Context: an optimization exercise on an open-source flow, tuned for small area and a short achievable clock period. The choices shown serve that exercise and are no tape-out recipe. Function was checked by simulation only, so behaviour that the tests miss may differ from the original. Power and IR drop assume default switching activity.

// mips_pipe
module mips_pipe (
    input         clk,
    input         rst_n,
    input         irq,
    output [31:0] imem_addr,
    input  [31:0] imem_data,
    output        dmem_re,
    output        dmem_we,
    output [31:0] dmem_addr,
    output [31:0] dmem_wdata,
    input  [31:0] dmem_rdata
);
Size in the first run: ~5,200 cells after synthesis, roughly 170 I/O pins, roughly 63,000 sq um of cells after synthesis.
Settings: LEC_CHECK=0, CAP_MARGIN=20, CORE_MARGIN=2, CORE_UTILIZATION=40, CTS_CLUSTER_DIAMETER=100, CTS_CLUSTER_SIZE=22, SLEW_MARGIN=20; clock period 10.5 ns.
standard.sh (not shown) runs the stock make flow with config.mk's settings and CLKGATE_MAP_FILE= SYNTH_SCRIPT=/design/flow/synth_recipe.tcl, a recipe that flattens the netlist after the stock synthesis.
==> flow/flow/run.sh <==
#!/bin/bash
set -euo pipefail
MARGIN=${MARGIN:-6.75}
PORTBUF=${PORTBUF:-sky130_fd_sc_hd__buf_2}
bash standard.sh synth > log_synth.txt 2>&1
for step in floorplan place cts route finish; do
  bash standard.sh "SETUP_SLACK_MARGIN=$MARGIN" \
    "BUFFER_PORTS_ARGS=-buffer_cell $PORTBUF" $step > log_$step.txt 2>&1
done
test -f out/final.def
The baseline finished clean.
==> next run, changes <==
--- a/flow/flow/run.sh
+++ b/flow/flow/run.sh
@@ -1,5 +1,5 @@
 #!/bin/bash
 set -euo pipefail
-MARGIN=${MARGIN:-6.75}
+MARGIN=${MARGIN:-6.9}
 PORTBUF=${PORTBUF:-sky130_fd_sc_hd__buf_2}
 bash standard.sh synth > log_synth.txt 2>&1
Settings changed: CORE_UTILIZATION 40 to 45.
Synthesized area is unchanged.
Total power is higher slightly.
Sequential share of layout area is lower by 0.52 points.
Via count is about the same.
Synthesized cell count stays the same.
Design area is higher slightly.
Global-route usage is higher by 5.3 points.
Non-clock buffer count is higher by 49.
Clock power is higher slightly.

========
== v6 ==
Another version of the RTL of mips_pipe (not shown whole).
Size in the first run: roughly 5300 cells after synthesis, roughly 1300 flip-flops, about 170 I/O pins, ~64000 µm² of cells after synthesis.
Settings: LEC_CHECK=0, CAP_MARGIN=20, CORE_MARGIN=2, CORE_UTILIZATION=40, CTS_CLUSTER_DIAMETER=100, CTS_CLUSTER_SIZE=22, SLEW_MARGIN=20; clock period 10.5 ns.
==> flow/flow/run.sh <==
#!/bin/bash
set -euo pipefail
MARGIN=${MARGIN:-7.05}
PORTBUF=${PORTBUF:-sky130_fd_sc_hd__buf_2}
bash standard.sh synth > log_synth.txt 2>&1
for step in floorplan place cts route finish; do
  bash standard.sh "SETUP_SLACK_MARGIN=$MARGIN" \
    "BUFFER_PORTS_ARGS=-buffer_cell $PORTBUF" $step > log_$step.txt 2>&1
done
test -f out/final.def
v6 closes out successfully: all stages finished, all timing, DRC and antenna checks passed.
For v7, these inputs were changed with respect to v6:
# v6
export LEC_CHECK = 0
export CAP_MARGIN = 20
export CORE_MARGIN = 2
export CORE_UTILIZATION = 40
export CTS_CLUSTER_DIAMETER = 100
export CTS_CLUSTER_SIZE = 22
export SLEW_MARGIN = 20
create_clock -name core_clock -period 10.5 [get_ports {clk}]
# v7
export LEC_CHECK = 0
export CAP_MARGIN = 20
export CORE_MARGIN = 2
export CORE_UTILIZATION = 40
export CTS_CLUSTER_DIAMETER = 100
export CTS_CLUSTER_SIZE = 22
export SLEW_MARGIN = 20
export TNS_END_PERCENT = 5
create_clock -name core_clock -period 10.5 [get_ports {clk}]
diff --git a/flow/flow/run.sh b/flow/flow/run.sh
--- a/flow/flow/run.sh
+++ b/flow/flow/run.sh
@@ -2,3 +2,3 @@
 set -euo pipefail
-MARGIN=${MARGIN:-7.05}
+MARGIN=${MARGIN:-7.1}
 PORTBUF=${PORTBUF:-sky130_fd_sc_hd__buf_2}
In summary, v7 completed successfully, with a layout that passed the timing, design-rule and antenna checks.
Changes observed in v7 relative to v6: part of the power in combinational logic went down, number of cells in the finished layout apart from fillers has decreased, fraction of final layout cells sized beyond drive strength 1 lower, fraction of registers with async set/reset held.
On v7: overall power consumption is 0.97 mW lower than what v6 gave.
Compared v7 vs v6, and hold slack is down in v7.
Register share of the cell area for v7: 1.4 points up relative to v6

## separate check: timing with driven ports
How much do the figures lean on ideal ports? The routed layouts below were timed once more, with nothing changed but the port constraints. Step 1 sets driving cells, clkbuf_16 on the clock port and buf_2 on the other inputs (assumed; they add their load-dependent delay and slew). Step 2 times the ports against the registers' clock, not the clock port: input delays grow and output delays shrink by t, the midpoint of the rising clock arrivals with the driver on. Three values: ideal, step 1, step 2; two values: the first two.
| run | t (ns) | setup slack, ns | hold slack, ns | clock arrival spread, ns |
|---|---|---|---|---|
| the first run of note 1 | 0.794 | 6.483 / 6.534 / 5.739 | 0.335 / 0.335 / 0.335 | 0.040 / 0.039 |
| the second run of note 1 | 0.804 | 6.767 / 6.767 / 6.151 | 0.345 / 0.345 / 0.345 | 0.059 / 0.058 |
| v6 | 0.803 | 6.856 / 6.826 / 6.285 | 0.347 / 0.347 / 0.347 | 0.066 / 0.067 |
| v7 | 0.807 | 6.642 / 6.642 / 6.094 | 0.329 / 0.329 / 0.329 | 0.041 / 0.041 |
After both steps every run listed still meets setup and hold. For the first run of note 1, which loses most, drivers alone change the setup slack by +0.051 ns; drivers and shift together by -0.744 ns.
